Context: an optimization exercise on an open-source flow, tuned for small area. The choices shown serve that exercise and are no tape-out recipe. No run shown here included a check of the RTL's function; only the layout flow was run. No activity file was given, so power comes from the tool's default toggle rates.

--- design/flow/design.v ---
module ALU_sync (
  input  wire        clk,
  input  wire [15:0] A, B,
  input  wire [3:0]  ALU_FUN,
  output reg  [15:0] ALU_OUT,
  output reg         Carry_flag,
  output reg         Arith_flag,
  output reg         Logic_flag,
  output reg         CMP_flag,
  output reg         Shift_flag
);
  wire op_add = (ALU_FUN == 4'b0000);
  wire op_sub = (ALU_FUN == 4'b0001);
  wire op_mul = (ALU_FUN == 4'b0010);
  wire op_div = (ALU_FUN == 4'b0011);
  wire op_eq  = (ALU_FUN == 4'b1010);
  wire op_gt  = (ALU_FUN == 4'b1011);
  wire op_lt  = (ALU_FUN == 4'b1100);
  wire op_shr = (ALU_FUN == 4'b1101);
  wire op_shl = (ALU_FUN == 4'b1110);
  wire op_cmp = op_eq | op_gt | op_lt;
  wire sub0 = op_sub | op_cmp | op_div;
  wire fresh_en = ~op_mul;
  wire [15:0] bz;
  assign bz[0] = 1'b1;
  assign bz[1] = ~|B[15:15];
  assign bz[2] = ~|B[15:14];
  assign bz[3] = ~|B[15:13];
  assign bz[4] = ~|B[15:12];
  assign bz[5] = ~|B[15:11];
  assign bz[6] = ~|B[15:10];
  assign bz[7] = ~|B[15:9];
  assign bz[8] = ~|B[15:8];
  assign bz[9] = ~|B[15:7];
  assign bz[10] = ~|B[15:6];
  assign bz[11] = ~|B[15:5];
  assign bz[12] = ~|B[15:4];
  assign bz[13] = ~|B[15:3];
  assign bz[14] = ~|B[15:2];
  assign bz[15] = ~|B[15:1];
  wire bnz = |B;
  wire [3:0] ta = A[15:12];
  wire [3:0] tb = B[3:0];
  wire tdiv = bz[12] & (tb != 4'd0);
  wire [3:0] tq = tdiv ? ta / tb : 4'd0;
  wire [3:0] tr = tdiv ? ta % tb : ta;
  wire [3:0] tm = A[3:0] * B[15:12];
  wire [3:0] o12 = op_mul ? tm : (op_div ? tr : ta);
  wire q15 = tq[3];
  wire q14 = tq[2];
  wire q13 = tq[1];
  wire q12 = tq[0];
  wire [4:0] x11, y11, s11;
  wire c11, q11;
  assign x11 = {o12, A[11] & fresh_en};
  assign y11 = op_mul ? (A[4:0] & {5{B[11]}}) : ~B[4:0];
  wire [4:0] p11 = x11 ^ y11;
  wire [4:0] g11;
  assign g11[0] = (x11[0] & y11[0]) | (~op_mul & p11[0]);
  assign g11[4:1] = x11[4:1] & y11[4:1];
  wire G11_0 = g11[1] | (p11[1] & g11[0]);
  wire G11_1 = g11[3] | (p11[3] & g11[2]);
  wire P11_1 = p11[3] & p11[2];
  wire G11_2 = g11[2] | (p11[2] & G11_0);
  wire G11_3 = G11_1 | (P11_1 & G11_0);
  wire G11_4 = g11[4] | (p11[4] & G11_3);
  assign s11[0] = p11[0] ^ ~op_mul;
  assign s11[1] = p11[1] ^ g11[0];
  assign s11[2] = p11[2] ^ G11_0;
  assign s11[3] = p11[3] ^ G11_2;
  assign s11[4] = p11[4] ^ G11_3;
  assign c11 = G11_4;
  assign q11 = c11 & bz[11];
  wire sel11 = op_mul | (op_div & q11);
  wire [4:0] o11 = sel11 ? s11 : x11;
  wire [5:0] x10, y10, s10;
  wire c10, q10;
  assign x10 = {o11, A[10] & fresh_en};
  assign y10 = op_mul ? (A[5:0] & {6{B[10]}}) : ~B[5:0];
  wire [5:0] p10 = x10 ^ y10;
  wire [5:0] g10;
  assign g10[0] = (x10[0] & y10[0]) | (~op_mul & p10[0]);
  assign g10[5:1] = x10[5:1] & y10[5:1];
  wire G10_0 = g10[1] | (p10[1] & g10[0]);
  wire G10_1 = g10[3] | (p10[3] & g10[2]);
  wire P10_1 = p10[3] & p10[2];
  wire G10_2 = g10[5] | (p10[5] & g10[4]);
  wire P10_2 = p10[5] & p10[4];
  wire G10_3 = g10[2] | (p10[2] & G10_0);
  wire G10_4 = G10_1 | (P10_1 & G10_0);
  wire G10_5 = g10[4] | (p10[4] & G10_4);
  wire G10_6 = G10_2 | (P10_2 & G10_4);
  assign s10[0] = p10[0] ^ ~op_mul;
  assign s10[1] = p10[1] ^ g10[0];
  assign s10[2] = p10[2] ^ G10_0;
  assign s10[3] = p10[3] ^ G10_3;
  assign s10[4] = p10[4] ^ G10_4;
  assign s10[5] = p10[5] ^ G10_5;
  assign c10 = G10_6;
  assign q10 = c10 & bz[10];
  wire sel10 = op_mul | (op_div & q10);
  wire [5:0] o10 = sel10 ? s10 : x10;
  wire [6:0] x9, y9, s9;
  wire c9, q9;
  assign x9 = {o10, A[9] & fresh_en};
  assign y9 = op_mul ? (A[6:0] & {7{B[9]}}) : ~B[6:0];
  wire [6:0] p9 = x9 ^ y9;
  wire [6:0] g9;
  assign g9[0] = (x9[0] & y9[0]) | (~op_mul & p9[0]);
  assign g9[6:1] = x9[6:1] & y9[6:1];
  wire G9_0 = g9[1] | (p9[1] & g9[0]);
  wire G9_1 = g9[3] | (p9[3] & g9[2]);
  wire P9_1 = p9[3] & p9[2];
  wire G9_2 = g9[5] | (p9[5] & g9[4]);
  wire P9_2 = p9[5] & p9[4];
  wire G9_3 = g9[2] | (p9[2] & G9_0);
  wire G9_4 = G9_1 | (P9_1 & G9_0);
  wire G9_5 = g9[6] | (p9[6] & G9_2);
  wire P9_5 = p9[6] & P9_2;
  wire G9_6 = g9[4] | (p9[4] & G9_4);
  wire G9_7 = G9_2 | (P9_2 & G9_4);
  wire G9_8 = G9_5 | (P9_5 & G9_4);
  assign s9[0] = p9[0] ^ ~op_mul;
  assign s9[1] = p9[1] ^ g9[0];
  assign s9[2] = p9[2] ^ G9_0;
  assign s9[3] = p9[3] ^ G9_3;
  assign s9[4] = p9[4] ^ G9_4;
  assign s9[5] = p9[5] ^ G9_6;
  assign s9[6] = p9[6] ^ G9_7;
  assign c9 = G9_8;
  assign q9 = c9 & bz[9];
  wire sel9 = op_mul | (op_div & q9);
  wire [6:0] o9 = sel9 ? s9 : x9;
  wire [7:0] x8, y8, s8;
  wire c8, q8;
  assign x8 = {o9, A[8] & fresh_en};
  assign y8 = op_mul ? (A[7:0] & {8{B[8]}}) : ~B[7:0];
  wire [7:0] p8 = x8 ^ y8;
  wire [7:0] g8;
  assign g8[0] = (x8[0] & y8[0]) | (~op_mul & p8[0]);
  assign g8[7:1] = x8[7:1] & y8[7:1];
  wire G8_0 = g8[1] | (p8[1] & g8[0]);
  wire G8_1 = g8[3] | (p8[3] & g8[2]);
  wire P8_1 = p8[3] & p8[2];
  wire G8_2 = g8[5] | (p8[5] & g8[4]);
  wire P8_2 = p8[5] & p8[4];
  wire G8_3 = g8[7] | (p8[7] & g8[6]);
  wire P8_3 = p8[7] & p8[6];
  wire G8_4 = g8[2] | (p8[2] & G8_0);
  wire G8_5 = G8_1 | (P8_1 & G8_0);
  wire G8_6 = g8[6] | (p8[6] & G8_2);
  wire P8_6 = p8[6] & P8_2;
  wire G8_7 = G8_3 | (P8_3 & G8_2);
  wire P8_7 = P8_3 & P8_2;
  wire G8_8 = g8[4] | (p8[4] & G8_5);
  wire G8_9 = G8_2 | (P8_2 & G8_5);
  wire G8_10 = G8_6 | (P8_6 & G8_5);
  wire G8_11 = G8_7 | (P8_7 & G8_5);
  assign s8[0] = p8[0] ^ ~op_mul;
  assign s8[1] = p8[1] ^ g8[0];
  assign s8[2] = p8[2] ^ G8_0;
  assign s8[3] = p8[3] ^ G8_4;
  assign s8[4] = p8[4] ^ G8_5;
  assign s8[5] = p8[5] ^ G8_8;
  assign s8[6] = p8[6] ^ G8_9;
  assign s8[7] = p8[7] ^ G8_10;
  assign c8 = G8_11;
  assign q8 = c8 & bz[8];
  wire sel8 = op_mul | (op_div & q8);
  wire [7:0] o8 = sel8 ? s8 : x8;
  wire [8:0] x7, y7, s7;
  wire c7, q7;
  assign x7 = {o8, A[7] & fresh_en};
  assign y7 = op_mul ? (A[8:0] & {9{B[7]}}) : ~B[8:0];
  wire [8:0] p7 = x7 ^ y7;
  wire [8:0] g7;
  assign g7[0] = (x7[0] & y7[0]) | (~op_mul & p7[0]);
  assign g7[8:1] = x7[8:1] & y7[8:1];
  wire G7_0 = g7[1] | (p7[1] & g7[0]);
  wire G7_1 = g7[3] | (p7[3] & g7[2]);
  wire P7_1 = p7[3] & p7[2];
  wire G7_2 = g7[5] | (p7[5] & g7[4]);
  wire P7_2 = p7[5] & p7[4];
  wire G7_3 = g7[7] | (p7[7] & g7[6]);
  wire P7_3 = p7[7] & p7[6];
  wire G7_4 = g7[2] | (p7[2] & G7_0);
  wire G7_5 = G7_1 | (P7_1 & G7_0);
  wire G7_6 = g7[6] | (p7[6] & G7_2);
  wire P7_6 = p7[6] & P7_2;
  wire G7_7 = G7_3 | (P7_3 & G7_2);
  wire P7_7 = P7_3 & P7_2;
  wire G7_8 = g7[4] | (p7[4] & G7_5);
  wire G7_9 = G7_2 | (P7_2 & G7_5);
  wire G7_10 = G7_6 | (P7_6 & G7_5);
  wire G7_11 = G7_7 | (P7_7 & G7_5);
  wire G7_12 = g7[8] | (p7[8] & G7_11);
  assign s7[0] = p7[0] ^ ~op_mul;
  assign s7[1] = p7[1] ^ g7[0];
  assign s7[2] = p7[2] ^ G7_0;
  assign s7[3] = p7[3] ^ G7_4;
  assign s7[4] = p7[4] ^ G7_5;
  assign s7[5] = p7[5] ^ G7_8;
  assign s7[6] = p7[6] ^ G7_9;
  assign s7[7] = p7[7] ^ G7_10;
  assign s7[8] = p7[8] ^ G7_11;
  assign c7 = G7_12;
  assign q7 = c7 & bz[7];
  wire sel7 = op_mul | (op_div & q7);
  wire [8:0] o7 = sel7 ? s7 : x7;
  wire [9:0] x6, y6, s6;
  wire c6, q6;
  assign x6 = {o7, A[6] & fresh_en};
  assign y6 = op_mul ? (A[9:0] & {10{B[6]}}) : ~B[9:0];
  wire [9:0] p6 = x6 ^ y6;
  wire [9:0] g6;
  assign g6[0] = (x6[0] & y6[0]) | (~op_mul & p6[0]);
  assign g6[9:1] = x6[9:1] & y6[9:1];
  wire G6_0 = g6[1] | (p6[1] & g6[0]);
  wire G6_1 = g6[3] | (p6[3] & g6[2]);
  wire P6_1 = p6[3] & p6[2];
  wire G6_2 = g6[5] | (p6[5] & g6[4]);
  wire P6_2 = p6[5] & p6[4];
  wire G6_3 = g6[7] | (p6[7] & g6[6]);
  wire P6_3 = p6[7] & p6[6];
  wire G6_4 = g6[9] | (p6[9] & g6[8]);
  wire P6_4 = p6[9] & p6[8];
  wire G6_5 = g6[2] | (p6[2] & G6_0);
  wire G6_6 = G6_1 | (P6_1 & G6_0);
  wire G6_7 = g6[6] | (p6[6] & G6_2);
  wire P6_7 = p6[6] & P6_2;
  wire G6_8 = G6_3 | (P6_3 & G6_2);
  wire P6_8 = P6_3 & P6_2;
  wire G6_9 = g6[4] | (p6[4] & G6_6);
  wire G6_10 = G6_2 | (P6_2 & G6_6);
  wire G6_11 = G6_7 | (P6_7 & G6_6);
  wire G6_12 = G6_8 | (P6_8 & G6_6);
  wire G6_13 = g6[8] | (p6[8] & G6_12);
  wire G6_14 = G6_4 | (P6_4 & G6_12);
  assign s6[0] = p6[0] ^ ~op_mul;
  assign s6[1] = p6[1] ^ g6[0];
  assign s6[2] = p6[2] ^ G6_0;
  assign s6[3] = p6[3] ^ G6_5;
  assign s6[4] = p6[4] ^ G6_6;
  assign s6[5] = p6[5] ^ G6_9;
  assign s6[6] = p6[6] ^ G6_10;
  assign s6[7] = p6[7] ^ G6_11;
  assign s6[8] = p6[8] ^ G6_12;
  assign s6[9] = p6[9] ^ G6_13;
  assign c6 = G6_14;
  assign q6 = c6 & bz[6];
  wire sel6 = op_mul | (op_div & q6);
  wire [9:0] o6 = sel6 ? s6 : x6;
  wire [10:0] x5, y5, s5;
  wire c5, q5;
  assign x5 = {o6, A[5] & fresh_en};
  assign y5 = op_mul ? (A[10:0] & {11{B[5]}}) : ~B[10:0];
  wire [10:0] p5 = x5 ^ y5;
  wire [10:0] g5;
  assign g5[0] = (x5[0] & y5[0]) | (~op_mul & p5[0]);
  assign g5[10:1] = x5[10:1] & y5[10:1];
  wire G5_0 = g5[1] | (p5[1] & g5[0]);
  wire G5_1 = g5[3] | (p5[3] & g5[2]);
  wire P5_1 = p5[3] & p5[2];
  wire G5_2 = g5[5] | (p5[5] & g5[4]);
  wire P5_2 = p5[5] & p5[4];
  wire G5_3 = g5[7] | (p5[7] & g5[6]);
  wire P5_3 = p5[7] & p5[6];
  wire G5_4 = g5[9] | (p5[9] & g5[8]);
  wire P5_4 = p5[9] & p5[8];
  wire G5_5 = g5[2] | (p5[2] & G5_0);
  wire G5_6 = G5_1 | (P5_1 & G5_0);
  wire G5_7 = g5[6] | (p5[6] & G5_2);
  wire P5_7 = p5[6] & P5_2;
  wire G5_8 = G5_3 | (P5_3 & G5_2);
  wire P5_8 = P5_3 & P5_2;
  wire G5_9 = g5[10] | (p5[10] & G5_4);
  wire P5_9 = p5[10] & P5_4;
  wire G5_10 = g5[4] | (p5[4] & G5_6);
  wire G5_11 = G5_2 | (P5_2 & G5_6);
  wire G5_12 = G5_7 | (P5_7 & G5_6);
  wire G5_13 = G5_8 | (P5_8 & G5_6);
  wire G5_14 = g5[8] | (p5[8] & G5_13);
  wire G5_15 = G5_4 | (P5_4 & G5_13);
  wire G5_16 = G5_9 | (P5_9 & G5_13);
  assign s5[0] = p5[0] ^ ~op_mul;
  assign s5[1] = p5[1] ^ g5[0];
  assign s5[2] = p5[2] ^ G5_0;
  assign s5[3] = p5[3] ^ G5_5;
  assign s5[4] = p5[4] ^ G5_6;
  assign s5[5] = p5[5] ^ G5_10;
  assign s5[6] = p5[6] ^ G5_11;
  assign s5[7] = p5[7] ^ G5_12;
  assign s5[8] = p5[8] ^ G5_13;
  assign s5[9] = p5[9] ^ G5_14;
  assign s5[10] = p5[10] ^ G5_15;
  assign c5 = G5_16;
  assign q5 = c5 & bz[5];
  wire sel5 = op_mul | (op_div & q5);
  wire [10:0] o5 = sel5 ? s5 : x5;
  wire [11:0] x4, y4, s4;
  wire c4, q4;
  assign x4 = {o5, A[4] & fresh_en};
  assign y4 = op_mul ? (A[11:0] & {12{B[4]}}) : ~B[11:0];
  wire [11:0] p4 = x4 ^ y4;
  wire [11:0] g4;
  assign g4[0] = (x4[0] & y4[0]) | (~op_mul & p4[0]);
  assign g4[11:1] = x4[11:1] & y4[11:1];
  wire G4_0 = g4[1] | (p4[1] & g4[0]);
  wire G4_1 = g4[3] | (p4[3] & g4[2]);
  wire P4_1 = p4[3] & p4[2];
  wire G4_2 = g4[5] | (p4[5] & g4[4]);
  wire P4_2 = p4[5] & p4[4];
  wire G4_3 = g4[7] | (p4[7] & g4[6]);
  wire P4_3 = p4[7] & p4[6];
  wire G4_4 = g4[9] | (p4[9] & g4[8]);
  wire P4_4 = p4[9] & p4[8];
  wire G4_5 = g4[11] | (p4[11] & g4[10]);
  wire P4_5 = p4[11] & p4[10];
  wire G4_6 = g4[2] | (p4[2] & G4_0);
  wire G4_7 = G4_1 | (P4_1 & G4_0);
  wire G4_8 = g4[6] | (p4[6] & G4_2);
  wire P4_8 = p4[6] & P4_2;
  wire G4_9 = G4_3 | (P4_3 & G4_2);
  wire P4_9 = P4_3 & P4_2;
  wire G4_10 = g4[10] | (p4[10] & G4_4);
  wire P4_10 = p4[10] & P4_4;
  wire G4_11 = G4_5 | (P4_5 & G4_4);
  wire P4_11 = P4_5 & P4_4;
  wire G4_12 = g4[4] | (p4[4] & G4_7);
  wire G4_13 = G4_2 | (P4_2 & G4_7);
  wire G4_14 = G4_8 | (P4_8 & G4_7);
  wire G4_15 = G4_9 | (P4_9 & G4_7);
  wire G4_16 = g4[8] | (p4[8] & G4_15);
  wire G4_17 = G4_4 | (P4_4 & G4_15);
  wire G4_18 = G4_10 | (P4_10 & G4_15);
  wire G4_19 = G4_11 | (P4_11 & G4_15);
  assign s4[0] = p4[0] ^ ~op_mul;
  assign s4[1] = p4[1] ^ g4[0];
  assign s4[2] = p4[2] ^ G4_0;
  assign s4[3] = p4[3] ^ G4_6;
  assign s4[4] = p4[4] ^ G4_7;
  assign s4[5] = p4[5] ^ G4_12;
  assign s4[6] = p4[6] ^ G4_13;
  assign s4[7] = p4[7] ^ G4_14;
  assign s4[8] = p4[8] ^ G4_15;
  assign s4[9] = p4[9] ^ G4_16;
  assign s4[10] = p4[10] ^ G4_17;
  assign s4[11] = p4[11] ^ G4_18;
  assign c4 = G4_19;
  assign q4 = c4 & bz[4];
  wire sel4 = op_mul | (op_div & q4);
  wire [11:0] o4 = sel4 ? s4 : x4;
  wire [12:0] x3, y3, s3;
  wire c3, q3;
  assign x3 = {o4, A[3] & fresh_en};
  assign y3 = op_mul ? (A[12:0] & {13{B[3]}}) : ~B[12:0];
  wire [12:0] p3 = x3 ^ y3;
  wire [12:0] g3;
  assign g3[0] = (x3[0] & y3[0]) | (~op_mul & p3[0]);
  assign g3[12:1] = x3[12:1] & y3[12:1];
  wire G3_0 = g3[1] | (p3[1] & g3[0]);
  wire G3_1 = g3[3] | (p3[3] & g3[2]);
  wire P3_1 = p3[3] & p3[2];
  wire G3_2 = g3[5] | (p3[5] & g3[4]);
  wire P3_2 = p3[5] & p3[4];
  wire G3_3 = g3[7] | (p3[7] & g3[6]);
  wire P3_3 = p3[7] & p3[6];
  wire G3_4 = g3[9] | (p3[9] & g3[8]);
  wire P3_4 = p3[9] & p3[8];
  wire G3_5 = g3[11] | (p3[11] & g3[10]);
  wire P3_5 = p3[11] & p3[10];
  wire G3_6 = g3[2] | (p3[2] & G3_0);
  wire G3_7 = G3_1 | (P3_1 & G3_0);
  wire G3_8 = g3[6] | (p3[6] & G3_2);
  wire P3_8 = p3[6] & P3_2;
  wire G3_9 = G3_3 | (P3_3 & G3_2);
  wire P3_9 = P3_3 & P3_2;
  wire G3_10 = g3[10] | (p3[10] & G3_4);
  wire P3_10 = p3[10] & P3_4;
  wire G3_11 = G3_5 | (P3_5 & G3_4);
  wire P3_11 = P3_5 & P3_4;
  wire G3_12 = g3[4] | (p3[4] & G3_7);
  wire G3_13 = G3_2 | (P3_2 & G3_7);
  wire G3_14 = G3_8 | (P3_8 & G3_7);
  wire G3_15 = G3_9 | (P3_9 & G3_7);
  wire G3_16 = g3[12] | (p3[12] & G3_11);
  wire P3_16 = p3[12] & P3_11;
  wire G3_17 = g3[8] | (p3[8] & G3_15);
  wire G3_18 = G3_4 | (P3_4 & G3_15);
  wire G3_19 = G3_10 | (P3_10 & G3_15);
  wire G3_20 = G3_11 | (P3_11 & G3_15);
  wire G3_21 = G3_16 | (P3_16 & G3_15);
  assign s3[0] = p3[0] ^ ~op_mul;
  assign s3[1] = p3[1] ^ g3[0];
  assign s3[2] = p3[2] ^ G3_0;
  assign s3[3] = p3[3] ^ G3_6;
  assign s3[4] = p3[4] ^ G3_7;
  assign s3[5] = p3[5] ^ G3_12;
  assign s3[6] = p3[6] ^ G3_13;
  assign s3[7] = p3[7] ^ G3_14;
  assign s3[8] = p3[8] ^ G3_15;
  assign s3[9] = p3[9] ^ G3_17;
  assign s3[10] = p3[10] ^ G3_18;
  assign s3[11] = p3[11] ^ G3_19;
  assign s3[12] = p3[12] ^ G3_20;
  assign c3 = G3_21;
  assign q3 = c3 & bz[3];
  wire sel3 = op_mul | (op_div & q3);
  wire [12:0] o3 = sel3 ? s3 : x3;
  wire [13:0] x2, y2, s2;
  wire c2, q2;
  assign x2 = {o3, A[2] & fresh_en};
  assign y2 = op_mul ? (A[13:0] & {14{B[2]}}) : ~B[13:0];
  wire [13:0] p2 = x2 ^ y2;
  wire [13:0] g2;
  assign g2[0] = (x2[0] & y2[0]) | (~op_mul & p2[0]);
  assign g2[13:1] = x2[13:1] & y2[13:1];
  wire G2_0 = g2[1] | (p2[1] & g2[0]);
  wire G2_1 = g2[3] | (p2[3] & g2[2]);
  wire P2_1 = p2[3] & p2[2];
  wire G2_2 = g2[5] | (p2[5] & g2[4]);
  wire P2_2 = p2[5] & p2[4];
  wire G2_3 = g2[7] | (p2[7] & g2[6]);
  wire P2_3 = p2[7] & p2[6];
  wire G2_4 = g2[9] | (p2[9] & g2[8]);
  wire P2_4 = p2[9] & p2[8];
  wire G2_5 = g2[11] | (p2[11] & g2[10]);
  wire P2_5 = p2[11] & p2[10];
  wire G2_6 = g2[13] | (p2[13] & g2[12]);
  wire P2_6 = p2[13] & p2[12];
  wire G2_7 = g2[2] | (p2[2] & G2_0);
  wire G2_8 = G2_1 | (P2_1 & G2_0);
  wire G2_9 = g2[6] | (p2[6] & G2_2);
  wire P2_9 = p2[6] & P2_2;
  wire G2_10 = G2_3 | (P2_3 & G2_2);
  wire P2_10 = P2_3 & P2_2;
  wire G2_11 = g2[10] | (p2[10] & G2_4);
  wire P2_11 = p2[10] & P2_4;
  wire G2_12 = G2_5 | (P2_5 & G2_4);
  wire P2_12 = P2_5 & P2_4;
  wire G2_13 = g2[4] | (p2[4] & G2_8);
  wire G2_14 = G2_2 | (P2_2 & G2_8);
  wire G2_15 = G2_9 | (P2_9 & G2_8);
  wire G2_16 = G2_10 | (P2_10 & G2_8);
  wire G2_17 = g2[12] | (p2[12] & G2_12);
  wire P2_17 = p2[12] & P2_12;
  wire G2_18 = G2_6 | (P2_6 & G2_12);
  wire P2_18 = P2_6 & P2_12;
  wire G2_19 = g2[8] | (p2[8] & G2_16);
  wire G2_20 = G2_4 | (P2_4 & G2_16);
  wire G2_21 = G2_11 | (P2_11 & G2_16);
  wire G2_22 = G2_12 | (P2_12 & G2_16);
  wire G2_23 = G2_17 | (P2_17 & G2_16);
  wire G2_24 = G2_18 | (P2_18 & G2_16);
  assign s2[0] = p2[0] ^ ~op_mul;
  assign s2[1] = p2[1] ^ g2[0];
  assign s2[2] = p2[2] ^ G2_0;
  assign s2[3] = p2[3] ^ G2_7;
  assign s2[4] = p2[4] ^ G2_8;
  assign s2[5] = p2[5] ^ G2_13;
  assign s2[6] = p2[6] ^ G2_14;
  assign s2[7] = p2[7] ^ G2_15;
  assign s2[8] = p2[8] ^ G2_16;
  assign s2[9] = p2[9] ^ G2_19;
  assign s2[10] = p2[10] ^ G2_20;
  assign s2[11] = p2[11] ^ G2_21;
  assign s2[12] = p2[12] ^ G2_22;
  assign s2[13] = p2[13] ^ G2_23;
  assign c2 = G2_24;
  assign q2 = c2 & bz[2];
  wire sel2 = op_mul | (op_div & q2);
  wire [13:0] o2 = sel2 ? s2 : x2;
  wire [14:0] x1, y1, s1;
  wire c1, q1;
  assign x1 = {o2, A[1] & fresh_en};
  assign y1 = op_mul ? (A[14:0] & {15{B[1]}}) : ~B[14:0];
  wire [14:0] p1 = x1 ^ y1;
  wire [14:0] g1;
  assign g1[0] = (x1[0] & y1[0]) | (~op_mul & p1[0]);
  assign g1[14:1] = x1[14:1] & y1[14:1];
  wire G1_0 = g1[1] | (p1[1] & g1[0]);
  wire G1_1 = g1[3] | (p1[3] & g1[2]);
  wire P1_1 = p1[3] & p1[2];
  wire G1_2 = g1[5] | (p1[5] & g1[4]);
  wire P1_2 = p1[5] & p1[4];
  wire G1_3 = g1[7] | (p1[7] & g1[6]);
  wire P1_3 = p1[7] & p1[6];
  wire G1_4 = g1[9] | (p1[9] & g1[8]);
  wire P1_4 = p1[9] & p1[8];
  wire G1_5 = g1[11] | (p1[11] & g1[10]);
  wire P1_5 = p1[11] & p1[10];
  wire G1_6 = g1[13] | (p1[13] & g1[12]);
  wire P1_6 = p1[13] & p1[12];
  wire G1_7 = g1[2] | (p1[2] & G1_0);
  wire G1_8 = G1_1 | (P1_1 & G1_0);
  wire G1_9 = g1[6] | (p1[6] & G1_2);
  wire P1_9 = p1[6] & P1_2;
  wire G1_10 = G1_3 | (P1_3 & G1_2);
  wire P1_10 = P1_3 & P1_2;
  wire G1_11 = g1[10] | (p1[10] & G1_4);
  wire P1_11 = p1[10] & P1_4;
  wire G1_12 = G1_5 | (P1_5 & G1_4);
  wire P1_12 = P1_5 & P1_4;
  wire G1_13 = g1[14] | (p1[14] & G1_6);
  wire P1_13 = p1[14] & P1_6;
  wire G1_14 = g1[4] | (p1[4] & G1_8);
  wire G1_15 = G1_2 | (P1_2 & G1_8);
  wire G1_16 = G1_9 | (P1_9 & G1_8);
  wire G1_17 = G1_10 | (P1_10 & G1_8);
  wire G1_18 = g1[12] | (p1[12] & G1_12);
  wire P1_18 = p1[12] & P1_12;
  wire G1_19 = G1_6 | (P1_6 & G1_12);
  wire P1_19 = P1_6 & P1_12;
  wire G1_20 = G1_13 | (P1_13 & G1_12);
  wire P1_20 = P1_13 & P1_12;
  wire G1_21 = g1[8] | (p1[8] & G1_17);
  wire G1_22 = G1_4 | (P1_4 & G1_17);
  wire G1_23 = G1_11 | (P1_11 & G1_17);
  wire G1_24 = G1_12 | (P1_12 & G1_17);
  wire G1_25 = G1_18 | (P1_18 & G1_17);
  wire G1_26 = G1_19 | (P1_19 & G1_17);
  wire G1_27 = G1_20 | (P1_20 & G1_17);
  assign s1[0] = p1[0] ^ ~op_mul;
  assign s1[1] = p1[1] ^ g1[0];
  assign s1[2] = p1[2] ^ G1_0;
  assign s1[3] = p1[3] ^ G1_7;
  assign s1[4] = p1[4] ^ G1_8;
  assign s1[5] = p1[5] ^ G1_14;
  assign s1[6] = p1[6] ^ G1_15;
  assign s1[7] = p1[7] ^ G1_16;
  assign s1[8] = p1[8] ^ G1_17;
  assign s1[9] = p1[9] ^ G1_21;
  assign s1[10] = p1[10] ^ G1_22;
  assign s1[11] = p1[11] ^ G1_23;
  assign s1[12] = p1[12] ^ G1_24;
  assign s1[13] = p1[13] ^ G1_25;
  assign s1[14] = p1[14] ^ G1_26;
  assign c1 = G1_27;
  assign q1 = c1 & bz[1];
  wire sel1 = op_mul | (op_div & q1);
  wire [14:0] o1 = sel1 ? s1 : x1;
  wire [15:0] x0, y0, s0;
  wire c0, q0;
  assign x0 = {o1, A[0] & fresh_en};
  assign y0 = op_mul ? (A & {16{B[0]}}) : (B ^ {16{sub0}});
  wire [15:0] p0 = x0 ^ y0;
  wire [15:0] g0;
  assign g0[0] = (x0[0] & y0[0]) | (sub0 & p0[0]);
  assign g0[15:1] = x0[15:1] & y0[15:1];
  wire G0_0 = g0[1] | (p0[1] & g0[0]);
  wire G0_1 = g0[3] | (p0[3] & g0[2]);
  wire P0_1 = p0[3] & p0[2];
  wire G0_2 = g0[5] | (p0[5] & g0[4]);
  wire P0_2 = p0[5] & p0[4];
  wire G0_3 = g0[7] | (p0[7] & g0[6]);
  wire P0_3 = p0[7] & p0[6];
  wire G0_4 = g0[9] | (p0[9] & g0[8]);
  wire P0_4 = p0[9] & p0[8];
  wire G0_5 = g0[11] | (p0[11] & g0[10]);
  wire P0_5 = p0[11] & p0[10];
  wire G0_6 = g0[13] | (p0[13] & g0[12]);
  wire P0_6 = p0[13] & p0[12];
  wire G0_7 = g0[15] | (p0[15] & g0[14]);
  wire P0_7 = p0[15] & p0[14];
  wire G0_8 = g0[2] | (p0[2] & G0_0);
  wire G0_9 = G0_1 | (P0_1 & G0_0);
  wire G0_10 = g0[6] | (p0[6] & G0_2);
  wire P0_10 = p0[6] & P0_2;
  wire G0_11 = G0_3 | (P0_3 & G0_2);
  wire P0_11 = P0_3 & P0_2;
  wire G0_12 = g0[10] | (p0[10] & G0_4);
  wire P0_12 = p0[10] & P0_4;
  wire G0_13 = G0_5 | (P0_5 & G0_4);
  wire P0_13 = P0_5 & P0_4;
  wire G0_14 = g0[14] | (p0[14] & G0_6);
  wire P0_14 = p0[14] & P0_6;
  wire G0_15 = G0_7 | (P0_7 & G0_6);
  wire P0_15 = P0_7 & P0_6;
  wire G0_16 = g0[4] | (p0[4] & G0_9);
  wire G0_17 = G0_2 | (P0_2 & G0_9);
  wire G0_18 = G0_10 | (P0_10 & G0_9);
  wire G0_19 = G0_11 | (P0_11 & G0_9);
  wire G0_20 = g0[12] | (p0[12] & G0_13);
  wire P0_20 = p0[12] & P0_13;
  wire G0_21 = G0_6 | (P0_6 & G0_13);
  wire P0_21 = P0_6 & P0_13;
  wire G0_22 = G0_14 | (P0_14 & G0_13);
  wire P0_22 = P0_14 & P0_13;
  wire G0_23 = G0_15 | (P0_15 & G0_13);
  wire P0_23 = P0_15 & P0_13;
  wire G0_24 = g0[8] | (p0[8] & G0_19);
  wire G0_25 = G0_4 | (P0_4 & G0_19);
  wire G0_26 = G0_12 | (P0_12 & G0_19);
  wire G0_27 = G0_13 | (P0_13 & G0_19);
  wire G0_28 = G0_20 | (P0_20 & G0_19);
  wire G0_29 = G0_21 | (P0_21 & G0_19);
  wire G0_30 = G0_22 | (P0_22 & G0_19);
  wire G0_31 = G0_23 | (P0_23 & G0_19);
  assign s0[0] = p0[0] ^ sub0;
  assign s0[1] = p0[1] ^ g0[0];
  assign s0[2] = p0[2] ^ G0_0;
  assign s0[3] = p0[3] ^ G0_8;
  assign s0[4] = p0[4] ^ G0_9;
  assign s0[5] = p0[5] ^ G0_16;
  assign s0[6] = p0[6] ^ G0_17;
  assign s0[7] = p0[7] ^ G0_18;
  assign s0[8] = p0[8] ^ G0_19;
  assign s0[9] = p0[9] ^ G0_24;
  assign s0[10] = p0[10] ^ G0_25;
  assign s0[11] = p0[11] ^ G0_26;
  assign s0[12] = p0[12] ^ G0_27;
  assign s0[13] = p0[13] ^ G0_28;
  assign s0[14] = p0[14] ^ G0_29;
  assign s0[15] = p0[15] ^ G0_30;
  assign c0 = G0_31;
  assign q0 = c0 & bz[0];
  wire [15:0] quo = {q15, q14, q13, q12, q11, q10, q9, q8, q7, q6, q5, q4, q3, q2, q1, q0};
  wire c0_out = c0;
  wire eq = ~|s0;
  wire lt = ~c0;
  wire gt = c0 & ~eq;
  reg [15:0] logic_out;
  always @(*) begin
    case (ALU_FUN)
      4'b0100: logic_out = A & B;
      4'b0101: logic_out = A | B;
      4'b0110: logic_out = ~(A & B);
      4'b0111: logic_out = ~(A | B);
      4'b1000: logic_out = A ^ B;
      4'b1001: logic_out = ~(A ^ B);
      default: logic_out = 16'b0;
    endcase
  end
  wire arith0 = op_add | op_sub | op_mul;
  wire [15:0] res = ({16{arith0}} & s0)
                  | ({16{op_div & bnz}} & quo)
                  | logic_out
                  | {14'b0, (op_gt & gt) | (op_lt & lt), (op_eq & eq) | (op_lt & lt)}
                  | ({16{op_shr}} & {1'b0, A[15:1]})
                  | ({16{op_shl}} & {A[14:0], 1'b0});
  always @(posedge clk) begin
    ALU_OUT    <= res;
    Carry_flag <= (op_add & c0) | (op_sub & ~c0);
    Arith_flag <= (ALU_FUN[3:2] == 2'b00);
    Logic_flag <= (ALU_FUN >= 4'b0100) & (ALU_FUN <= 4'b1001);
    CMP_flag   <= op_cmp;
    Shift_flag <= op_shr | op_shl;
  end
endmodule
--- design/flow/flow/run.sh ---
#!/bin/bash
# The standard layout, with the input and output port buffers made from
# the platform's smallest plain buffer instead of the resizer's default pick.
set -euo pipefail
export BUFFER_PORTS_ARGS="-buffer_cell sky130_fd_sc_hd__buf_1"
bash standard.sh "BUFFER_PORTS_ARGS=-buffer_cell sky130_fd_sc_hd__buf_1" finish > standard.log 2>&1
--- design/flow/standard.sh ---
#!/bin/bash
# synth_recipe.tcl (not shown) runs the flow's synth.tcl, then flattens the netlist and writes it again
# the make line also repeats each setting of config.mk as NAME=value (left out here)
make -C /OpenROAD-flow-scripts/flow DESIGN_CONFIG=/design/flow/config.mk WORK_HOME=/design/flow/orfs CLKGATE_MAP_FILE= SYNTH_SCRIPT=/design/flow/synth_recipe.tcl "${@:-finish}"
--- design/flow/config.mk ---
export PLATFORM = sky130hd
export DESIGN_NAME = ALU_sync
export DESIGN_NICKNAME = ALU_sync
export VERILOG_FILES = /design/flow/design.v
export SDC_FILE = /design/flow/constraint.sdc
export NUM_CORES = 4
export LEC_CHECK = 0
export ABC_AREA = 1
export CAP_MARGIN = 20
export CORE_MARGIN = 2
export CORE_UTILIZATION = 40
export SETUP_SLACK_MARGIN = -0.8
export SLEW_MARGIN = 20
--- design/flow/constraint.sdc ---
create_clock -name core_clock -period 35.0 [get_ports {clk}]
set_input_delay 7.0000 -clock core_clock [delete_from_list [all_inputs] [get_ports {clk}]]
set_output_delay 7.0000 -clock core_clock [all_outputs]
set_load 0.01 [all_outputs]
==> results.txt, run 1 <==
outcome=finished clean; initial antenna violation count=0; most used cell, CP=nand2_1; P&R area growth vs syn=5.72%; worst-path fanout max=20; Switching Share=0.573; DPL Wire Length=between 30 and 40 mm; total power per unit cell area=approximately 31 nW/um^2; worst hold path class=in -> reg; die area=between 20000 and 30000 sq um; chip width=167 microns; Num CTS Buffers=3; Clock Tree Buf Depth=2; global router's overall resource usage=0.278; clock period minus worst slack=roughly 34 ns; hold-fix buffer count after cts=0; first-pass GRT wire length=around 61 mm; Critical Path RT=35.12 ns; routed vias/inst=5.92; H-tree Lvls=1; DRC=0; # diodes=0; CP arrival=around 34 ns; Cell Area, Synth=approximately 11000 sq um; WL met1=~17 mm; share of synthesized flip-flops with an asynchronous set or reset=0; Tightest Pin Transition=around 0.87 ns; Worst slew margin=0.423; worst min-delay path startpoint=A[15]; core footprint=between 20000 and 30000 sq um; Seq pwr share=0.090; Clock Power Share=0.083; pin count of the biggest net entering global routing=62; Max Freq=29.6 MHz; Post-Route WL=around 40 mm; layout cells sized above 1=0.102; Die Y=about 170 microns; Final Power=about 340 uW; startpoint types=primary input; internal power=roughly 150 uW; CTS tree=done; post-route ant nets=0; final-report hold violation count=0; Mapped Nets=about 1800; IO Count=between 50 and 60; Clk pin slew, worst setup/hold paths=about 0.070 ns; Syn Inst Count=1607; post-route cell area=around 11000 sq um; count leader, synth=nand2_1; top sig layer=met4; met2 wire len=~18 mm; nets=1877; crit end category=flop; starting density of the core=0.407; Syn Area/Cell=around 6.6 sq um; CTS root buffer=clkbuf_16; Tcrit/Tclk final=0.964; Sink Count=21; CP max stage cell=fa_1; top cell type's share of synthesized area=0.179; wire per inst=roughly 20 microns; final setup fails=0; Synth Warn #=1; Post-synth top cells=nand2_1 (327), inv_1 (208), ha_1 (151); Final Slew Violations=0; DRT Pass-1 Iters=6; Worst Setup Slack, final=~1.3 ns; LEAKAGE=between 0.005 and 0.006 uW; Post-synth EDFFs=0; vias in the first global route=approximately 11000; Hold Crit Depth=3; net switching power figure=between 150 and 200 uW; Place WS=-0.259 ns; Initial DRC Count=1321; placed cell areas=around 11000 sq um; number of distinct library cells after synthesis=60; Yosys top cell by area=ha_1; Setup CP Type=in -> reg; met3 WL=a little under 4 mm; total number of vias=roughly 12000; WHS Endpoint=ALU_OUT[14]; final setup TNS=0 ns; # Max-Cap Violations=0; VDD IR max=17.2 uV; GPL Wtd Cong=about 1.0; top cells by area, synth=ha_1 (18%), nand2_1 (12%), fa_1 (8.9%), inv_1 (7.4%), o21ai_0 (5.4%); # rows=59; post-synthesis sequential area ratio=0.0398; synthesis-stage register bit count=21; combinational power share=0.828; remaining global-route overflow=0; Primary FF master, synth=dfxtp_1; largest stage delay on the critical path=approximately 0.5 ns; Port Buffers=57
## power by group through the flow
stage                     sequential, uW  combinational [uW]  clock (uW)
after global routing                30.9                 316        29.3
after floorplan                     32.8                 201           0
final                               30.6                 282        28.1
after detailed placement            31.1                 271           0
after CTS                           30.6                 273        28.5
after global placement              31.2                 271           0
## routing by layer
| layer | track usage | up-vias |
|---|---|---|
| li1 | - | 5552 |
| met2 | 0.441 | 601 |
| met5 | 0 | - |
| met3 | 0.0307 | 119 |
| met1 | 0.386 | 5425 |
| met4 | 0.113 | 0 |
## metrics by stage
stage | util | hold slack (ns) | instances
2_1_floorplan | - | 7.09 | 1607
3_3_place_gp | 0.420 | 7.39 | 1958
3_5_place_dp | 0.420 | 7.39 | 1958
4_1_cts | 0.423 | 7.14 | 1962
5_1_grt | 0.430 | 7.13 | 1976
6_report | 0.430 | 7.11 | 1976
## area by class of cell
cell class                      instances  area (sq um)
Timing Repair Buffer                   88           447
Timing Repair inverter                  3          22.5
Multi-Input combinational cell       1298          8900
Fill cell                            2785         14800
Inverter                              227           882
Tap cell                              335           419
Sequential cell                        21           420
Clock buffer                            3          75.1
Clock inverter                          1          5.00
## registers in the layout, summed over array words and instances (netlist names)
register    count
ALU_OUT        16
Arith_flag      1
Carry_flag      1
Logic_flag      1
CMP_flag        1
Shift_flag      1
## how the worst max path moves through the flow
stage | startpoint | endpoint | slack [ns]
4_1_cts | B[2] | ALU_OUT[0] | -0.07
6_report | B[2] | ALU_OUT[0] | 1.26
2_1_floorplan | B[0] | ALU_OUT[0] | 3.83
3_3_place_gp | B[2] | ALU_OUT[0] | 0.32
3_5_place_dp | B[2] | ALU_OUT[0] | -0.26
5_1_grt | B[2] | ALU_OUT[0] | -0.86
## repair_timing
action / in CTS / in global routing
setup endpoints to repair: 0 / 17
endpoints found under the hold margin: 0 / 0
setup buffers: 0 / 11
gates resized for setup: 0 / 45
## cell families (layout without fill, tap and decap cells)
kind of cell | count (synthesis) | count (layout) | synth area share
compound gates | 409 | 409 | 0.237
xor+xnor | 68 | 68 | 0.0564
fa+ha+maj | 198 | 198 | 0.268
buf+inv | 288 | 322 | 0.122
flops | 21 | 21 | 0.0398
mux | 2 | 2 | 0.00201
simple gates | 621 | 621 | 0.274
## critical path, delay by kind of cell
family,cells,cell delay (ns)
buffers and inverters,15,2.14
AND/OR/NAND/NOR,90,10.24
AO/OA/AOI/OAI,42,7.30
XOR/XNOR,1,0.13
adder cells (fa/ha/maj),18,6.93
## placed cells by master, fill, tap and decap left out, types with 6 or more instances in the layout
master,netlist,routed
inv_2,8,10
a21o_1,7,7
clkinv_1,8,6
a211oi_1,18,18
buf_1,1,55
clkinvlp_4,0,8
o21ai_1,2,21
nor2_1,96,93
nor3_1,11,11
nand3_2,19,19
a31oi_1,35,35
o211ai_1,13,13
buf_4,3,30
xnor2_1,24,24
fa_1,47,47
o21ai_0,113,90
a2111oi_0,7,7
o21ai_2,3,7
nand2_1,327,327
xor2_1,44,44
nand2_4,10,10
ha_1,151,151
nand2_2,50,49
a21oi_1,102,101
dfxtp_1,21,21
nor2_2,3,6
nand3_1,69,69
nand4_1,15,15
o31ai_1,66,66
o22ai_1,16,16
inv_1,208,203
==> run 2, diff against run 1 <==
--- a/design/flow/design.v
+++ b/design/flow/design.v
@@ -39,67 +39,19 @@
   assign bz[14] = ~|B[15:2];
   assign bz[15] = ~|B[15:1];
   wire bnz = |B;
-  wire [3:0] ta = A[15:12];
-  wire [3:0] tb = B[3:0];
-  wire tdiv = bz[12] & (tb != 4'd0);
-  wire [3:0] tq = tdiv ? ta / tb : 4'd0;
-  wire [3:0] tr = tdiv ? ta % tb : ta;
-  wire [3:0] tm = A[3:0] * B[15:12];
-  wire [3:0] o12 = op_mul ? tm : (op_div ? tr : ta);
-  wire q15 = tq[3];
-  wire q14 = tq[2];
-  wire q13 = tq[1];
-  wire q12 = tq[0];
-  wire [4:0] x11, y11, s11;
-  wire c11, q11;
-  assign x11 = {o12, A[11] & fresh_en};
-  assign y11 = op_mul ? (A[4:0] & {5{B[11]}}) : ~B[4:0];
-  wire [4:0] p11 = x11 ^ y11;
-  wire [4:0] g11;
-  assign g11[0] = (x11[0] & y11[0]) | (~op_mul & p11[0]);
-  assign g11[4:1] = x11[4:1] & y11[4:1];
-  wire G11_0 = g11[1] | (p11[1] & g11[0]);
-  wire G11_1 = g11[3] | (p11[3] & g11[2]);
-  wire P11_1 = p11[3] & p11[2];
-  wire G11_2 = g11[2] | (p11[2] & G11_0);
-  wire G11_3 = G11_1 | (P11_1 & G11_0);
-  wire G11_4 = g11[4] | (p11[4] & G11_3);
-  assign s11[0] = p11[0] ^ ~op_mul;
-  assign s11[1] = p11[1] ^ g11[0];
-  assign s11[2] = p11[2] ^ G11_0;
-  assign s11[3] = p11[3] ^ G11_2;
-  assign s11[4] = p11[4] ^ G11_3;
-  assign c11 = G11_4;
-  assign q11 = c11 & bz[11];
-  wire sel11 = op_mul | (op_div & q11);
-  wire [4:0] o11 = sel11 ? s11 : x11;
-  wire [5:0] x10, y10, s10;
-  wire c10, q10;
-  assign x10 = {o11, A[10] & fresh_en};
-  assign y10 = op_mul ? (A[5:0] & {6{B[10]}}) : ~B[5:0];
-  wire [5:0] p10 = x10 ^ y10;
-  wire [5:0] g10;
-  assign g10[0] = (x10[0] & y10[0]) | (~op_mul & p10[0]);
-  assign g10[5:1] = x10[5:1] & y10[5:1];
-  wire G10_0 = g10[1] | (p10[1] & g10[0]);
-  wire G10_1 = g10[3] | (p10[3] & g10[2]);
-  wire P10_1 = p10[3] & p10[2];
-  wire G10_2 = g10[5] | (p10[5] & g10[4]);
-  wire P10_2 = p10[5] & p10[4];
-  wire G10_3 = g10[2] | (p10[2] & G10_0);
-  wire G10_4 = G10_1 | (P10_1 & G10_0);
-  wire G10_5 = g10[4] | (p10[4] & G10_4);
-  wire G10_6 = G10_2 | (P10_2 & G10_4);
-  assign s10[0] = p10[0] ^ ~op_mul;
-  assign s10[1] = p10[1] ^ g10[0];
-  assign s10[2] = p10[2] ^ G10_0;
-  assign s10[3] = p10[3] ^ G10_3;
-  assign s10[4] = p10[4] ^ G10_4;
-  assign s10[5] = p10[5] ^ G10_5;
-  assign c10 = G10_6;
-  assign q10 = c10 & bz[10];
-  wire sel10 = op_mul | (op_div & q10);
-  wire [5:0] o10 = sel10 ? s10 : x10;
+  wire [5:0] ta = A[15:10];
+  wire [5:0] tb = B[5:0];
+  wire tdiv = bz[10] & (tb != 6'd0);
+  wire [5:0] tq = tdiv ? ta / tb : 6'd0;
+  wire [5:0] tr = tdiv ? ta % tb : ta;
+  wire [5:0] tm = A[5:0] * B[15:10];
+  wire [5:0] o10 = op_mul ? tm : (op_div ? tr : ta);
+  wire q15 = tq[5];
+  wire q14 = tq[4];
+  wire q13 = tq[3];
+  wire q12 = tq[2];
+  wire q11 = tq[1];
+  wire q10 = tq[0];
   wire [6:0] x9, y9, s9;
   wire c9, q9;
   assign x9 = {o10, A[9] & fresh_en};
==> results.txt, run 2 <==
Setup CP Type=in -> reg; final setup TNS=0 ns; Primary FF master, synth=dfxtp_1; CTS root buffer=clkbuf_16; DPL Wire Length=30.8 mm; # rows=58; Post-Route WL=about 40 mm; CTS tree=done; final setup fails=0; most frequent cells in the layout=nand2_1 (360), inv_1 (193), ha_1 (159); Yosys top cell by area=ha_1; nets=about 1900; Post-synth top cells=nand2_1 (360), inv_1 (200), ha_1 (159); Max Freq=30.1 MHz; final-report hold violation count=0; crit end category=flop; total power per unit cell area=29.4 nW/um^2; most used cell, CP=nand2_1; Worst Setup Slack, final=approximately 1.8 ns; Reg area=between 400 and 500 sq um; Clock Tree Buf Depth=2; Synth Warn #=1; die area=27300 sq um; Initial DRC Count=about 1100; # Max-Cap Violations=0; global router's overall resource usage=0.290; synthesis-stage register bit count=21; Biggest register=ALU_OUT; Largest register FFs=16; count leader, synth=nand2_1; top cells by area, synth=ha_1 (19%), nand2_1 (13%), fa_1 (8.9%), inv_1 (7.2%), o21ai_0 (5.9%); VDD IR max=18.1 uV; Worst slew margin=0.436; share of synthesized flip-flops with an asynchronous set or reset=0; Tcrit/Tclk final=0.950; layout cells sized above 1=0.0902; worst hold path class=in -> reg; P&R area growth vs syn=8.86%; # diodes=0; multi-input logic area=8930 sq um; Syn Area/Cell=between 6 and 7 sq um; remaining global-route overflow=0; Cell Area, Synth=roughly 10000 sq um; placed cells=1964; Num CTS Buffers=3; post-synthesis sequential area ratio=0.0405; LEAKAGE=0.00556 uW; top cell type's share of synthesized area=0.192; routed vias/inst=just under 6; Critical Path RT=about 35 ns; CP arrival=roughly 33 ns; H-tree Lvls=1; Syn Inst Count=1611; post-route ant nets=0; largest stage delay on the critical path=0.55 ns; Mapped Nets=roughly 1900; worst-path fanout max=16; IO Count=58; first-pass GRT wire length=~61 mm; DRC=0; Clk pin slew, worst setup/hold paths=around 0.07 ns; Sink Count=21; Port Buffers=57; pin count of the biggest net entering global routing=61; Final Slew Violations=0; GPL Wtd Cong=0.997; CP max stage cell=or4_1; initial antenna violation count=0; commonest non-fill, non-tap cell in the layout=nand2_1; Tightest Pin Transition=roughly 0.84 ns; vias in the first global route=around 11000; Place WS=approximately 0.18 ns; DRT Pass-1 Iters=6; fillers=2678; number of distinct library cells after synthesis=between 50 and 60; total number of vias=between 10000 and 15000; Finished Layout Cells=~2000; placed cell areas=~11000 sq um; outcome=finished clean; starting density of the core=0.410; Final Power=between 300 and 400 uW; chip width=around 170 microns; Die Y=approximately 170 microns; core footprint=roughly 25000 sq um; post-route cell area=~11000 sq um; startpoint types=primary input; Post-synth EDFFs=0; clock period minus worst slack=around 33 ns; wire per inst=20.1 microns
==> run 2: cell count changes after synthesis, moves of 9 or more <==
cell,delta
nand2_2,-13
o21ai_0,+10
nand3_2,-10
buf_2,+9
nand2_1,+33
clkbuf_8,-10
nor2_1,+9
xnor2_1,+9
nand3_1,-10
a21oi_1,-16
==> run 2: worst max-delay path, delay by kind of cell <==
family,cells,cell delay (ns)
buffers and inverters,16,2.66
AOI/OAI and AO/OA,48,8.23
and+or+nand+nor,82,8.67
adders and majority gates,17,6.61
xor gates and xnor gates,1,0.16
==> run 2: path summary, 6_finish.rpt <==
kind                  slack (ns)  cells past startpoint  startpoint         end
worst max-delay path        1.77                    164        B[1]  ALU_OUT[0]
worst min-delay path        7.07                      2  ALU_FUN[3]  Logic_flag
==> run 2: report_power, final <==
group | leakage (uW) | total, uW | switching (uW) | internal (uW)
sequential | 0.000176 | 29.9 | 1.35 | 28.5
clock | 0.0000409 | 27.1 | 11.7 | 15.5
combinational | 0.00535 | 276 | 175 | 101
total | 0.00556 | 333 | 188 | 145
==> run 2: cell type report <==
type | instances | area share
Timing Repair Buffer | 102 | 0.0502
Inverter | 219 | 0.0752
Timing Repair inverter | 7 | 0.00399
Sequential cell | 21 | 0.0372
Multi-Input combinational cell | 1310 | 0.790
Clock buffer | 3 | 0.00664
Clock inverter | 1 | 0.000443
Tap cell | 330 | 0.0365
==> run 2: layer usage <==
metal,GRT usage,share of wire,vias up
met4,0.107,0.037,0
met5,0,0,-
met1,0.411,0.44,5417
met3,0.0362,0.096,97
li1,-,-,5572
met2,0.448,0.43,578
==> run 2: kinds of logic after synthesis <==
kind of cell / Yosys count / share of synthesized area
AO/OA/AOI/OAI: 399 / 0.238
XOR/XNOR: 80 / 0.0675
multiplexers: 2 / 0.00193
adder cells (fa/ha/maj): 205 / 0.280
flip-flops: 21 / 0.0405
buffers and inverters: 280 / 0.106
AND/OR/NAND/NOR: 624 / 0.266
==> run 2: through the flow <==
| stage | util | hold WS, ns |
|---|---|---|
| 5_1_grt | 0.446 | 7.09 |
| 3_5_place_dp | 0.432 | 7.35 |
| 4_1_cts | 0.435 | 7.07 |
| 2_1_floorplan | - | 7.08 |
| 6_report | 0.446 | 7.07 |
| 3_3_place_gp | 0.432 | 7.34 |
==> run 2: what timing repair did <==
action / CTS / global route
setup buffers: 0 / 18
resized for setup: 0 / 42
endpoints found under the setup margin: 0 / 17
hold buffers: 0 / 0
==> run 3, diff against run 2 <==
--- a/design/flow/design.v
+++ b/design/flow/design.v
@@ -39,23 +39,92 @@
   assign bz[14] = ~|B[15:2];
   assign bz[15] = ~|B[15:1];
   wire bnz = |B;
-  wire [5:0] ta = A[15:10];
-  wire [5:0] tb = B[5:0];
-  wire tdiv = bz[10] & (tb != 6'd0);
-  wire [5:0] tq = tdiv ? ta / tb : 6'd0;
-  wire [5:0] tr = tdiv ? ta % tb : ta;
-  wire [5:0] tm = A[5:0] * B[15:10];
-  wire [5:0] o10 = op_mul ? tm : (op_div ? tr : ta);
-  wire q15 = tq[5];
-  wire q14 = tq[4];
-  wire q13 = tq[3];
-  wire q12 = tq[2];
-  wire q11 = tq[1];
-  wire q10 = tq[0];
+  wire [15:0] ya = op_mul ? A : ~B;
+  wire [2:0] ta = A[15:13];
+  wire [2:0] tb = B[2:0];
+  wire tdiv = bz[13] & (tb != 3'd0);
+  wire [2:0] tq = tdiv ? ta / tb : 3'd0;
+  wire [2:0] tr = tdiv ? ta % tb : ta;
+  wire [2:0] tm = A[2:0] * B[15:13];
+  wire [2:0] o13 = op_mul ? tm : (op_div ? tr : ta);
+  wire q15 = tq[2];
+  wire q14 = tq[1];
+  wire q13 = tq[0];
+  wire [3:0] x12, y12, s12;
+  wire c12, q12;
+  assign x12 = {o13, A[12] & fresh_en};
+  assign y12 = ya[3:0];
+  wire [3:0] p12 = x12 ^ y12;
+  wire [3:0] g12;
+  assign g12[0] = (x12[0] & y12[0]) | (~op_mul & p12[0]);
+  assign g12[3:1] = x12[3:1] & y12[3:1];
+  wire G12_0 = g12[1] | (p12[1] & g12[0]);
+  wire G12_1 = g12[3] | (p12[3] & g12[2]);
+  wire P12_1 = p12[3] & p12[2];
+  wire G12_2 = g12[2] | (p12[2] & G12_0);
+  wire G12_3 = G12_1 | (P12_1 & G12_0);
+  assign s12[0] = p12[0] ^ ~op_mul;
+  assign s12[1] = p12[1] ^ g12[0];
+  assign s12[2] = p12[2] ^ G12_0;
+  assign s12[3] = p12[3] ^ G12_2;
+  assign c12 = G12_3;
+  assign q12 = c12 & bz[12];
+  wire sel12 = (op_mul & B[12]) | (op_div & q12);
+  wire [3:0] o12 = sel12 ? s12 : x12;
+  wire [4:0] x11, y11, s11;
+  wire c11, q11;
+  assign x11 = {o12, A[11] & fresh_en};
+  assign y11 = ya[4:0];
+  wire [4:0] p11 = x11 ^ y11;
+  wire [4:0] g11;
+  assign g11[0] = (x11[0] & y11[0]) | (~op_mul & p11[0]);
+  assign g11[4:1] = x11[4:1] & y11[4:1];
+  wire G11_0 = g11[1] | (p11[1] & g11[0]);
+  wire G11_1 = g11[3] | (p11[3] & g11[2]);
+  wire P11_1 = p11[3] & p11[2];
+  wire G11_2 = g11[2] | (p11[2] & G11_0);
+  wire G11_3 = G11_1 | (P11_1 & G11_0);
+  wire G11_4 = g11[4] | (p11[4] & G11_3);
+  assign s11[0] = p11[0] ^ ~op_mul;
+  assign s11[1] = p11[1] ^ g11[0];
+  assign s11[2] = p11[2] ^ G11_0;
+  assign s11[3] = p11[3] ^ G11_2;
+  assign s11[4] = p11[4] ^ G11_3;
+  assign c11 = G11_4;
+  assign q11 = c11 & bz[11];
+  wire sel11 = (op_mul & B[11]) | (op_div & q11);
+  wire [4:0] o11 = sel11 ? s11 : x11;
+  wire [5:0] x10, y10, s10;
+  wire c10, q10;
+  assign x10 = {o11, A[10] & fresh_en};
+  assign y10 = ya[5:0];
+  wire [5:0] p10 = x10 ^ y10;
+  wire [5:0] g10;
+  assign g10[0] = (x10[0] & y10[0]) | (~op_mul & p10[0]);
+  assign g10[5:1] = x10[5:1] & y10[5:1];
+  wire G10_0 = g10[1] | (p10[1] & g10[0]);
+  wire G10_1 = g10[3] | (p10[3] & g10[2]);
+  wire P10_1 = p10[3] & p10[2];
+  wire G10_2 = g10[5] | (p10[5] & g10[4]);
+  wire P10_2 = p10[5] & p10[4];
+  wire G10_3 = g10[2] | (p10[2] & G10_0);
+  wire G10_4 = G10_1 | (P10_1 & G10_0);
+  wire G10_5 = g10[4] | (p10[4] & G10_4);
+  wire G10_6 = G10_2 | (P10_2 & G10_4);
+  assign s10[0] = p10[0] ^ ~op_mul;
+  assign s10[1] = p10[1] ^ g10[0];
+  assign s10[2] = p10[2] ^ G10_0;
+  assign s10[3] = p10[3] ^ G10_3;
+  assign s10[4] = p10[4] ^ G10_4;
+  assign s10[5] = p10[5] ^ G10_5;
+  assign c10 = G10_6;
+  assign q10 = c10 & bz[10];
+  wire sel10 = (op_mul & B[10]) | (op_div & q10);
+  wire [5:0] o10 = sel10 ? s10 : x10;
   wire [6:0] x9, y9, s9;
   wire c9, q9;
   assign x9 = {o10, A[9] & fresh_en};
-  assign y9 = op_mul ? (A[6:0] & {7{B[9]}}) : ~B[6:0];
+  assign y9 = ya[6:0];
   wire [6:0] p9 = x9 ^ y9;
   wire [6:0] g9;
   assign g9[0] = (x9[0] & y9[0]) | (~op_mul & p9[0]);
@@ -81,12 +150,12 @@
   assign s9[6] = p9[6] ^ G9_7;
   assign c9 = G9_8;
   assign q9 = c9 & bz[9];
-  wire sel9 = op_mul | (op_div & q9);
+  wire sel9 = (op_mul & B[9]) | (op_div & q9);
   wire [6:0] o9 = sel9 ? s9 : x9;
   wire [7:0] x8, y8, s8;
   wire c8, q8;
   assign x8 = {o9, A[8] & fresh_en};
-  assign y8 = op_mul ? (A[7:0] & {8{B[8]}}) : ~B[7:0];
+  assign y8 = ya[7:0];
   wire [7:0] p8 = x8 ^ y8;
   wire [7:0] g8;
   assign g8[0] = (x8[0] & y8[0]) | (~op_mul & p8[0]);
@@ -118,12 +187,12 @@
   assign s8[7] = p8[7] ^ G8_10;
   assign c8 = G8_11;
   assign q8 = c8 & bz[8];
-  wire sel8 = op_mul | (op_div & q8);
+  wire sel8 = (op_mul & B[8]) | (op_div & q8);
   wire [7:0] o8 = sel8 ? s8 : x8;
   wire [8:0] x7, y7, s7;
   wire c7, q7;
   assign x7 = {o8, A[7] & fresh_en};
-  assign y7 = op_mul ? (A[8:0] & {9{B[7]}}) : ~B[8:0];
+  assign y7 = ya[8:0];
   wire [8:0] p7 = x7 ^ y7;
   wire [8:0] g7;
   assign g7[0] = (x7[0] & y7[0]) | (~op_mul & p7[0]);
@@ -157,12 +226,12 @@
   assign s7[8] = p7[8] ^ G7_11;
   assign c7 = G7_12;
   assign q7 = c7 & bz[7];
-  wire sel7 = op_mul | (op_div & q7);
+  wire sel7 = (op_mul & B[7]) | (op_div & q7);
   wire [8:0] o7 = sel7 ? s7 : x7;
   wire [9:0] x6, y6, s6;
   wire c6, q6;
   assign x6 = {o7, A[6] & fresh_en};
-  assign y6 = op_mul ? (A[9:0] & {10{B[6]}}) : ~B[9:0];
+  assign y6 = ya[9:0];
   wire [9:0] p6 = x6 ^ y6;
   wire [9:0] g6;
   assign g6[0] = (x6[0] & y6[0]) | (~op_mul & p6[0]);
@@ -200,12 +269,12 @@
   assign s6[9] = p6[9] ^ G6_13;
   assign c6 = G6_14;
   assign q6 = c6 & bz[6];
-  wire sel6 = op_mul | (op_div & q6);
+  wire sel6 = (op_mul & B[6]) | (op_div & q6);
   wire [9:0] o6 = sel6 ? s6 : x6;
   wire [10:0] x5, y5, s5;
   wire c5, q5;
   assign x5 = {o6, A[5] & fresh_en};
-  assign y5 = op_mul ? (A[10:0] & {11{B[5]}}) : ~B[10:0];
+  assign y5 = ya[10:0];
   wire [10:0] p5 = x5 ^ y5;
   wire [10:0] g5;
   assign g5[0] = (x5[0] & y5[0]) | (~op_mul & p5[0]);
@@ -247,12 +316,12 @@
   assign s5[10] = p5[10] ^ G5_15;
   assign c5 = G5_16;
   assign q5 = c5 & bz[5];
-  wire sel5 = op_mul | (op_div & q5);
+  wire sel5 = (op_mul & B[5]) | (op_div & q5);
   wire [10:0] o5 = sel5 ? s5 : x5;
   wire [11:0] x4, y4, s4;
   wire c4, q4;
   assign x4 = {o5, A[4] & fresh_en};
-  assign y4 = op_mul ? (A[11:0] & {12{B[4]}}) : ~B[11:0];
+  assign y4 = ya[11:0];
   wire [11:0] p4 = x4 ^ y4;
   wire [11:0] g4;
   assign g4[0] = (x4[0] & y4[0]) | (~op_mul & p4[0]);
@@ -300,12 +369,12 @@
   assign s4[11] = p4[11] ^ G4_18;
   assign c4 = G4_19;
   assign q4 = c4 & bz[4];
-  wire sel4 = op_mul | (op_div & q4);
+  wire sel4 = (op_mul & B[4]) | (op_div & q4);
   wire [11:0] o4 = sel4 ? s4 : x4;
   wire [12:0] x3, y3, s3;
   wire c3, q3;
   assign x3 = {o4, A[3] & fresh_en};
-  assign y3 = op_mul ? (A[12:0] & {13{B[3]}}) : ~B[12:0];
+  assign y3 = ya[12:0];
   wire [12:0] p3 = x3 ^ y3;
   wire [12:0] g3;
   assign g3[0] = (x3[0] & y3[0]) | (~op_mul & p3[0]);
@@ -357,12 +426,12 @@
   assign s3[12] = p3[12] ^ G3_20;
   assign c3 = G3_21;
   assign q3 = c3 & bz[3];
-  wire sel3 = op_mul | (op_div & q3);
+  wire sel3 = (op_mul & B[3]) | (op_div & q3);
   wire [12:0] o3 = sel3 ? s3 : x3;
   wire [13:0] x2, y2, s2;
   wire c2, q2;
   assign x2 = {o3, A[2] & fresh_en};
-  assign y2 = op_mul ? (A[13:0] & {14{B[2]}}) : ~B[13:0];
+  assign y2 = ya[13:0];
   wire [13:0] p2 = x2 ^ y2;
   wire [13:0] g2;
   assign g2[0] = (x2[0] & y2[0]) | (~op_mul & p2[0]);
@@ -420,12 +489,12 @@
   assign s2[13] = p2[13] ^ G2_23;
   assign c2 = G2_24;
   assign q2 = c2 & bz[2];
-  wire sel2 = op_mul | (op_div & q2);
+  wire sel2 = (op_mul & B[2]) | (op_div & q2);
   wire [13:0] o2 = sel2 ? s2 : x2;
   wire [14:0] x1, y1, s1;
   wire c1, q1;
   assign x1 = {o2, A[1] & fresh_en};
-  assign y1 = op_mul ? (A[14:0] & {15{B[1]}}) : ~B[14:0];
+  assign y1 = ya[14:0];
   wire [14:0] p1 = x1 ^ y1;
   wire [14:0] g1;
   assign g1[0] = (x1[0] & y1[0]) | (~op_mul & p1[0]);
@@ -489,12 +558,12 @@
   assign s1[14] = p1[14] ^ G1_26;
   assign c1 = G1_27;
   assign q1 = c1 & bz[1];
-  wire sel1 = op_mul | (op_div & q1);
+  wire sel1 = (op_mul & B[1]) | (op_div & q1);
   wire [14:0] o1 = sel1 ? s1 : x1;
   wire [15:0] x0, y0, s0;
   wire c0, q0;
   assign x0 = {o1, A[0] & fresh_en};
-  assign y0 = op_mul ? (A & {16{B[0]}}) : (B ^ {16{sub0}});
+  assign y0 = op_mul ? A : (B ^ {16{sub0}});
   wire [15:0] p0 = x0 ^ y0;
   wire [15:0] g0;
   assign g0[0] = (x0[0] & y0[0]) | (sub0 & p0[0]);
@@ -583,8 +652,9 @@
       default: logic_out = 16'b0;
     endcase
   end
-  wire arith0 = op_add | op_sub | op_mul;
+  wire arith0 = op_add | op_sub | (op_mul & B[0]);
   wire [15:0] res = ({16{arith0}} & s0)
+                  | ({16{op_mul & ~B[0]}} & x0)
                   | ({16{op_div & bnz}} & quo)
                   | logic_out
                   | {14'b0, (op_gt & gt) | (op_lt & lt), (op_eq & eq) | (op_lt & lt)}
==> results.txt, run 3 <==
wire per inst=roughly 18 microns; remaining global-route overflow=0; pin count of the biggest net entering global routing=27; Final Power=296 uW; Post-Route WL=~33 mm; routed vias/inst=about 5.3; multi-input logic area=just under 9000 sq um; startpoint types=primary input; post-route cell area=11300 sq um; count leader, synth=nand2_1; Initial DRC Count=approximately 640; LEAKAGE=0.00566 uW; Clk pin slew, worst setup/hold paths=about 0.060 ns; CTS root buffer=clkbuf_16; DRT Pass-1 Iters=5; Cell Area, Synth=~9800 sq um; met2 Usage GRT=0.431; Worst slew margin=0.271; total number of vias=10100; core footprint=about 24000 sq um; vias in the first global route=about 9500; IO Count=just under 60; VDD IR max=around 19 uV; commonest non-fill, non-tap cell in the layout=nand2_1; share of synthesized flip-flops with an asynchronous set or reset=0; CP arrival=approximately 34 ns; most used routing layer=met2; layout cells sized above 1=0.205; Syn Area/Cell=~6.8 sq um; top cells by area, synth=ha_1 (18%), nand2_1 (14%), fa_1 (12%), inv_1 (6.8%), nand3_1 (5.5%); total power per unit cell area=between 20 and 30 nW/um^2; met1 Resource Use GR=0.322; Tcrit/Tclk final=0.959; Biggest register=ALU_OUT; GPL Wtd Cong=slightly above 0.9; most frequent cells in the layout=nand2_1 (357), inv_1 (176), ha_1 (131); fillers=2508; H-tree Lvls=1; Post-synth top cells=nand2_1 (368), inv_1 (177), ha_1 (141); global router's overall resource usage=0.249; simple logic cell fraction of the synthesized area=0.361; main combinational cell family by area after synthesis=simple AND/OR/NAND/NOR gates; post-synthesis sequential area ratio=0.0430; Reg area=420 sq um; Compound-Gate Fraction of Synth Area=0.142; clock period minus worst slack=around 34 ns; initial antenna violation count=0; mux cell area share after synthesis=0; Clock Tree Buf Depth=2; post-route ant nets=0; # rows=57; top cell type's share of synthesized area=0.180; Primary FF master, synth=dfxtp_1; worst hold path class=in -> reg; GR Layer Usage met3=0.0176; outcome=finished clean; Syn Inst Count=around 1400; starting density of the core=0.405; DPL Wire Length=25.6 mm; largest stage delay on the critical path=around 0.4 ns; first-pass GRT wire length=51.3 mm; CTS tree=done; placed cell areas=around 10000 sq um; final setup fails=0; Critical Path RT=about 35 ns; Finished Layout Cells=about 1900; Mapped Nets=1679; placed cells=between 1500 and 2000; DRC=0; Yosys top cell by area=ha_1; Sink Count=21; crit end category=flop; area share of fa/ha/maj cells after synthesis=0.303; Final Core Density=0.469; nets=~1800; number of distinct library cells after synthesis=58; most used cell, CP=nand2_1; Die Y=around 160 microns; Post-synth EDFFs=0; P&R area growth vs syn=15.9%; Final Slew Violations=0; chip width=about 160 microns; Synth Warn #=1; Port Buffers=57; # Max-Cap Violations=0; Tightest Pin Transition=~1.1 ns; die area=approximately 26000 sq um; Num CTS Buffers=3; Setup CP Type=in -> reg; Max Freq=between 20 and 30 MHz; Largest register FFs=16; final-report hold violation count=0; synthesis-stage register bit count=21; # diodes=0; CP max stage cell=fa_1; Post-Synth XOR/XNOR Area=0.0510; worst-path fanout max=11
## run 3: where the power goes
part / internal, uW / switching (uW)
combinational: 97.0 / 146
clock: 15.3 / 8.51
sequential: 28.2 / 0.975
## run 3: metal layers
metal,share of wire,routed length (microns)
met4,0.046,1510
met2,0.47,15600
met1,0.43,14200
met3,0.050,1640
met5,0,0
## run 3: logic make-up (layout without fill, tap and decap cells)
group | count (synthesis) | after routing
fa+ha+maj | 201 | 201
compound gates | 208 | 209
buf+inv | 232 | 345
xor+xnor | 57 | 57
flops | 21 | 21
simple gates | 722 | 722
## run 3: per-stage QoR
step / TNS (ns) / hold WS [ns] / setup slack, ns
2_1_floorplan: 0 / 7.09 / 2.51
3_3_place_gp: -2.30 / 7.32 / -0.570
3_5_place_dp: -7.61 / 7.32 / -1.15
4_1_cts: -3.70 / 7.07 / -0.756
5_1_grt: -10.66 / 7.12 / -1.20
6_report: 0 / 7.07 / 1.43
## run 3: path summary, 6_finish.rpt
path | end | cells after the start | slack [ns] | from
setup / recovery | ALU_OUT[1] | 223 | 1.43 | B[0]
hold / removal | Logic_flag | 2 | 7.07 | ALU_FUN[3]
## run 3: area by class of cell
type,instances,share of cell area
Clock inverter,1,0.000441
Tap cell,324,0.0357
Timing Repair Buffer,138,0.0733
Inverter,203,0.0726
Clock buffer,3,0.00662
Multi-Input combinational cell,1189,0.774
Sequential cell,21,0.0371
## run 3: critical path, delay by kind of cell
family / cells / cell delay, ns
and+or+nand+nor: 139 / 12.78
AOI/OAI and AO/OA: 40 / 5.78
buffers and inverters: 23 / 1.96
xor gates and xnor gates: 2 / 0.47
adders and majority gates: 19 / 5.62
## run 3: repair_timing
| action | in CTS | in global routing |
|---|---|---|
| cloned | 0 | 1 |
| resized for setup | 2 | 96 |
| setup endpoints to repair | 3 | 17 |
| setup buffers | 0 | 45 |
| hold buffers | 0 | 0 |
| pin swaps | 0 | 31 |

Setup slack of run 3, layout unchanged: 1.431 ns with ideal ports, 1.444 ns with driving cells assumed (clock clkbuf_16, inputs buf_2), 1.159 ns with port delays also shifted by the 0.284 ns mid clock arrival.
